This is an optimization exercise on Yosys and OpenROAD, whose aim is small area, a short achievable clock period and few clock cycles per item, not a production implementation.
Where RTL was checked, it was by simulation tests only, not by an equivalence proof against the original.
Power is estimated from default activity; no workload was simulated.

## booth_multiplier
module booth_multiplier(clk, reset_n, multiplier, multiplicand, op_start, op_clear, op_done, result);
export LEC_CHECK = 0
export CAP_MARGIN = 20
export CORE_MARGIN = 2
export CORE_UTILIZATION = 40
export CTS_CLUSTER_DIAMETER = 70
export CTS_CLUSTER_SIZE = 24
export SETUP_SLACK_MARGIN = 3.0
export SLEW_MARGIN = 20
export SYNTH_HIERARCHICAL = 1
export TNS_END_PERCENT = 5
create_clock -name core_clock -period 6.0 [get_ports {clk}]
standard.sh (not shown) runs the stock make flow with config.mk's settings and CLKGATE_MAP_FILE= SYNTH_SCRIPT=/design/flow/synth_recipe.tcl, a recipe that flattens the netlist after the stock synthesis.
==> flow/flow/run.sh <==
#!/bin/bash
# Standard ORFS layout, with the port buffers made of the smallest buffer cell.
set -euo pipefail
cd "$(dirname "$0")/.."
bash standard.sh 'BUFFER_PORTS_ARGS=-buffer_cell sky130_fd_sc_hd__buf_1' finish > standard_flow.log 2>&1
The starting point ran to the end with no violations.
Testbench counts at the start, summed over its fixed seeds: cycles 5,632, items 512.
Change:
==> flow/flow/run.sh (replaced) <==
#!/bin/bash
# Standard ORFS layout, with the port buffers made of the smallest buffer
# cell and timing repair free to resize cells across footprints.
set -euo pipefail
cd "$(dirname "$0")/.."
bash standard.sh 'BUFFER_PORTS_ARGS=-buffer_cell sky130_fd_sc_hd__buf_1' MATCH_CELL_FOOTPRINT=0 finish > standard_flow.log 2>&1
--- a/flow/config.mk
+++ b/flow/config.mk
@@ -9,7 +9,5 @@
 export CORE_MARGIN = 2
 export CORE_UTILIZATION = 40
-export CTS_CLUSTER_DIAMETER = 70
-export CTS_CLUSTER_SIZE = 24
-export SETUP_SLACK_MARGIN = 3.0
+export SETUP_SLACK_MARGIN = 3.2
 export SLEW_MARGIN = 20
 export SYNTH_HIERARCHICAL = 1
After rerunning: Final area increases by a few percent. Sequential power increases slightly. Synthesized area does not change. Wire length went up slightly. Critical path depth stays the same. Worst hold slack got worse by 8.6 ps. Clock power grows by roughly a tenth. Total power goes up by a few percent. Worst setup slack gets worse by 53 ps. Combinational power increases by a few percent.

---

Another version of the RTL of booth_multiplier (not shown whole).
For scale: roughly 2700 cells after synthesis, ~290 flip-flops, about 260 I/O pins, ~0.026 mm² of cells after synthesis.
make LEC_CHECK=0 CAP_MARGIN=20 CORE_MARGIN=2 CORE_UTILIZATION=40 SETUP_SLACK_MARGIN=3.6 SLEW_MARGIN=20 finish   # period 6.0 ns
run.sh (not shown) runs the stock make flow with config.mk's settings and CLKGATE_MAP_FILE= SYNTH_SCRIPT=/design/flow/synth_recipe.tcl, a recipe that flattens the netlist after the stock synthesis.
Stock flow here: none of the scripts above is used.
The baseline finished clean.
==> next run, changes <==
SETUP_SLACK_MARGIN = not set   (was 3.6)
=>
- The new run produced a clean layout
- wire length went down by about 10%
- die area does not change
- fmax falls by about 13%
- power shrinks by about 15%
No functional check of the RTL was part of any run of this note.

---

run 1:
booth_multiplier with an RTL version that a note above also has.
Size in the first run: ~2500 cells after synthesis, about 230 flip-flops, roughly 260 I/O pins.
## booth_multiplier
module booth_multiplier(clk, reset_n, multiplier, multiplicand, op_start, op_clear, op_done, result);
export LEC_CHECK = 0
export CAP_MARGIN = 20
export CORE_MARGIN = 2
export CORE_UTILIZATION = 40
export SETUP_SLACK_MARGIN = 3.3
export SLEW_MARGIN = 20
export SYNTH_HIERARCHICAL = 1
export TNS_END_PERCENT = 20
create_clock -name core_clock -period 6.0 [get_ports {clk}]
standard.sh (not shown) runs the stock make flow with config.mk's settings and CLKGATE_MAP_FILE= SYNTH_SCRIPT=/design/flow/synth_recipe.tcl, a recipe that flattens the netlist after the stock synthesis.
==> flow/flow/run.sh <==
#!/bin/bash
# Standard ORFS layout, with the port buffers made of the smallest buffer cell.
set -euo pipefail
cd "$(dirname "$0")/.."
bash standard.sh 'BUFFER_PORTS_ARGS=-buffer_cell sky130_fd_sc_hd__buf_1' finish > standard_flow.log 2>&1
Run 1 ended with every stage complete and zero timing, DRC or antenna violations.
Testbench counts of run 1, summed over its fixed seeds: cycles 5,632, items 512.
Changes in run 2 relative to run 1:
- TNS_END_PERCENT changed from 20 to 5
- SETUP_SLACK_MARGIN changed from 3.3 to 3.2
- CORE_UTILIZATION changed from 40 to 55
## What came out
The number of clock-tree buffers in the layout number comes out lower for run 2 vs run 1.
Reported for run 1 and run 2, maximum clock insertion buffer count turned out identical to the last digit.
Changes observed in run 2 relative to run 1: detailed-route wire length now smaller; met1 wire length moved down; floorplan die height moved down; number of ordinary and repair buffers in the finished layout went down 36.
Relative to run 2, the following input files were edited for run 3:
- CORE_UTILIZATION changed from 55 to 40
## What came out
- Looking at highest layer used for signal routing, the met4 result is from run 3; the met5 one comes from run 2.
- In the flow results for run 3 and run 2, the count of clock-buffer cells in the layout is larger on run 3.
- Of the two values seen for critical path endpoint, acc_s[2] was produced by run 2 and acc_s[56] by run 3.
- Worst setup slack, run 3 and run 2, lower one = run 2.
- Power: run 3 better than run 2
- [run 3 vs run 2] wire length: higher in run 3
- In run 3, the final cell count came out 7.3% above the value in run 2.
[inputs] run 4 vs run 3
- TNS_END_PERCENT: 5 -> 0
--- outcome ---
Run 3: all stages complete, timing, DRC and antenna checks passed. Run 4 | stages: all done | timing, DRC, antenna: all pass. In the reports for run 3 and run 4, the larger sequential power belongs to run 4. On clock share of power, run 3 and run 4 are basically level. Run 3 → run 4: detailed-routing wirelength on met1 fell by about 3%; number of placed instances, taps included saw little to no change; met2 wire length lower. Run 4 vs. run 3: logic depth of the worst path, buffers included about even, sequential share of layout area rose 0.40 points, post-synthesis to final-layout area growth fell 2.4 points. Going from run 3 to run 4, storage element area stayed essentially flat; met2 global-route usage down 0.74 points.
Input changes introduced in run 5 (baseline for comparison: run 4):
- SETUP_SLACK_MARGIN: 3.2 -> 3.4
- ABC_AREA: unset -> 1
- TNS_END_PERCENT: 0 -> 20
## What came out
Run 4 → run 5: power share of the clock group lower, number of ordinary and repair buffers in the finished layout rose 11%. The multi-input combinational cell count of run 5 exceeds that of run 4 by 540. Relative to run 4, run 5 degrades first-iteration DRC count. Looking only at clock insertion delay at the later pin of the skew report, and setting everything else aside, the lower value of run 4 and run 5 goes to run 4. Total of cells resized after clock tree synthesis in run 5 is 169 above run 4. Compared to run 4, the router laid down more metal wire for run 5. Run 4 → run 5: part of the Yosys area used for sequential elements went down; met1 routed wirelength after detailed routing now sits higher. Kind of path behind the tightest hold check: reg2reg -> run 5, in2async -> run 4. Run 5 against run 4: global-route wire length before repair went up by 15%; share of cell area taken by multi-input logic gates lower. acc_s[24] as the timing endpoint of the critical path was reported by run 5, and acc_s[49] by run 4.

---

Another version of the RTL of booth_multiplier (not shown whole).
For scale: ~2600 cells after synthesis, roughly 23000 sq um of cells after synthesis.
export LEC_CHECK = 0
export CAP_MARGIN = 20
export CORE_MARGIN = 2
export CORE_UTILIZATION = 65
export SETUP_SLACK_MARGIN = 3.2
export SLEW_MARGIN = 20
export SYNTH_HIERARCHICAL = 1
export TNS_END_PERCENT = 5
create_clock -name core_clock -period 6.0 [get_ports {clk}]
Scripts as last shown in full above: flow/flow/run.sh
Rerun with:
--- a/flow/config.mk
+++ b/flow/config.mk
@@ -10 +10,3 @@
-export CORE_UTILIZATION = 65
+export CORE_UTILIZATION = 40
+export CTS_CLUSTER_DIAMETER = 70
+export CTS_CLUSTER_SIZE = 24
The changed run passed the timing, design-rule and antenna checks.
Utilization goes down by 27 points.
Via count goes down by about 2.5%.
Hold slack gets worse by 9.7 ps.
Sequential cell count stays the same.
Register-to-register slack hardly moves.
Combinational power stays flat.
Clock skew goes up by 18 ps.
Rerun with:
--- a/flow/config.mk
+++ b/flow/config.mk
@@ -11,2 +10,0 @@
-export CTS_CLUSTER_DIAMETER = 70
-export CTS_CLUSTER_SIZE = 24
After rerunning: The changed run completed without violations; synthesized area is unchanged; routed wire length went up by 1.7%; final area went up by 2.2%; sequential power stays flat; count of clock-buffer cells in the layout went up by 14; non-clock buffer count went up by 3; setup slack improved by 66 ps; global-route usage went up by 0.76 points; via count went up by 0.78%; register-to-register slack improved by 120 ps.
Rerun with:
--- a/flow/config.mk
+++ b/flow/config.mk
@@ -10,0 +11,3 @@
+export CTS_CLUSTER_DIAMETER = 70
+export CTS_CLUSTER_SIZE = 24
+export GPL_TIMING_DRIVEN = 1
Result: Final area came out lower by a few percent; worst setup slack gets worse by 66 ps; global-route usage came out lower by 0.76 points.
No functional check of the RTL was part of any run of this note.

---

oak:
booth_multiplier with an RTL version that a note above also has.
Size in the first run: ~230 flip-flops, about 260 I/O pins, ~23,000 sq um of cells after synthesis.
Design booth_multiplier, start of the top module:
module booth_multiplier(clk, reset_n, multiplier, multiplicand, op_start, op_clear, op_done, result);
clock: 6.0 ns
lec_check: 0
cap_margin: 20
core_margin: 2
core_utilization: 40
setup_slack_margin: 3.35
slew_margin: 20
synth_hierarchical: 1
tns_end_percent: 5
Scripts as last shown in full above: flow/flow/run.sh
oak finished all stages; the layout is clean.
Testbench counts of oak, summed over its fixed seeds: cycles 5,632, items 512.
Input-level comparison between pine and oak:
- putting PLACE_DENSITY at 0.7 where nothing was set
- swapping 40 for 50 in CORE_UTILIZATION
- putting GPL_ROUTABILITY_DRIVEN at 0 where nothing was set
- swapping 3.35 for 3.2 in SETUP_SLACK_MARGIN
--- outcome ---
- Mean instance size in the synthesized netlist: pine vs oak identical
- In pine, the number of stages on the worst setup path came out 2 above the value in oak.
- Run comparison: oak critical path endpoint acc_s[5]; pine critical path endpoint acc_s[41]
- | number of clock buffers inserted by TritonCTS | pine vs oak | 3.3% lower |
- Diff oak -> pine: number of violations reported at the end of detailed-routing iteration 0 rose about 33%; post-CTS resize count rose about 40%; worst clock skew about even.
- Comparing oak against pine, there is no change at all in synthesized-area fraction occupied by ao, oa, aoi and oai cells.
## Diff of input files: birch against pine
- GPL_ROUTABILITY_DRIVEN no longer set, was 0
- PLACE_DENSITY now 0.8, was 0.7
- CORE_UTILIZATION now 40, was 50
pine and birch ended up with roughly the same setup slack. [birch] post-CTS repair timing setup buffer count fell 16 relative to pine. pine has lower number of instances in the placed design than birch. ~same switching power share of the total in birch and pine.
Modified inputs, maple compared to birch
- TNS_END_PERCENT: 5 -> 10
- CORE_UTILIZATION: 40 -> 45
- PLACE_DENSITY: 0.8 -> unset
==> run notes <==
Diff birch -> maple: met3 track demand over resource moved down, share of the core filled with cells in the final layout has increased, net switching power of the design grew by 3.9%, number of cells in the design after placement dropped 91. Capture point of the worst path: acc_s[34] -> birch, cin -> maple.
Relative to maple, the following input files were edited for cedar:
- an added ABC_AREA of 1
- a change of CORE_UTILIZATION from 45 to 40
- a change of TNS_END_PERCENT from 10 to 5
Results
cedar finished all stages; the layout is clean. Summary of cedar over maple: design area went up by 2300 sq um, buffer count from post-CTS setup fixing went down by 40. Comparing cedar and maple, hold slack is higher on maple. Run comparison: cedar worst setup path endpoint acc_s[27]; maple worst setup path endpoint cin.

==> afterwards: timing with drivers on the ports <==
The flow's constraints put no driver on any port. The routed layouts listed below were extracted and timed again, unchanged, in two steps. Step 1 assumes that a clkbuf_16 drives the clock port and a buf_2 every other input. Step 2 moves the port delays by t, midway between the first and last clock arrival at a register: inputs arrive t later, outputs are due t later. That takes back most of the time a late clock gives input paths. Slacks: ideal / step 1 / step 2; pairs: ideal / step 1.
run	t, ns	setup slack, ns	worst register clock-pin slew, ns	pins driven straight from the clock port
the first run of note 1	0.628	2.813 / 2.822 / 2.203	0.07 / 0.07	1
the second run of note 1	0.619	2.760 / 2.786 / 2.167	0.07 / 0.07	1
the first run of note 2	0.635	2.795 / 2.795 / 2.795	0.07 / 0.07	1
the second run of note 2	0.633	2.295 / 2.295 / 2.295	0.06 / 0.06	1
run 1	0.653	2.796 / 2.796 / 2.292	0.07 / 0.07	1
run 2	0.617	2.766 / 2.802 / 2.186	0.07 / 0.07	1
run 3	0.635	2.820 / 2.840 / 2.205	0.07 / 0.07	1
run 4	0.646	2.697 / 2.718 / 2.072	0.07 / 0.07	1
run 5	0.647	2.748 / 2.763 / 2.118	0.07 / 0.07	1
the first run of note 4	0.599	2.780 / 2.780 / 2.238	0.07 / 0.07	1
the second run of note 4	0.605	2.795 / 2.795 / 2.214	0.09 / 0.09	1
the third run of note 4	0.643	2.861 / 2.895 / 2.252	0.07 / 0.07	1
the fourth run of note 4	0.605	2.795 / 2.795 / 2.214	0.09 / 0.09	1
oak	0.635	2.820 / 2.820 / 2.222	0.07 / 0.07	1
pine	0.637	2.742 / 2.742 / 2.149	0.07 / 0.07	1
birch	0.630	2.741 / 2.741 / 2.148	0.07 / 0.07	1
maple	0.652	2.737 / 2.737 / 2.236	0.06 / 0.06	1
cedar	0.647	2.821 / 2.841 / 2.194	0.07 / 0.07	1
After both steps every run listed still meets setup and hold. The setup slack of run 5, which loses most, moves by +0.015 ns with the drivers and by -0.630 ns with both steps.
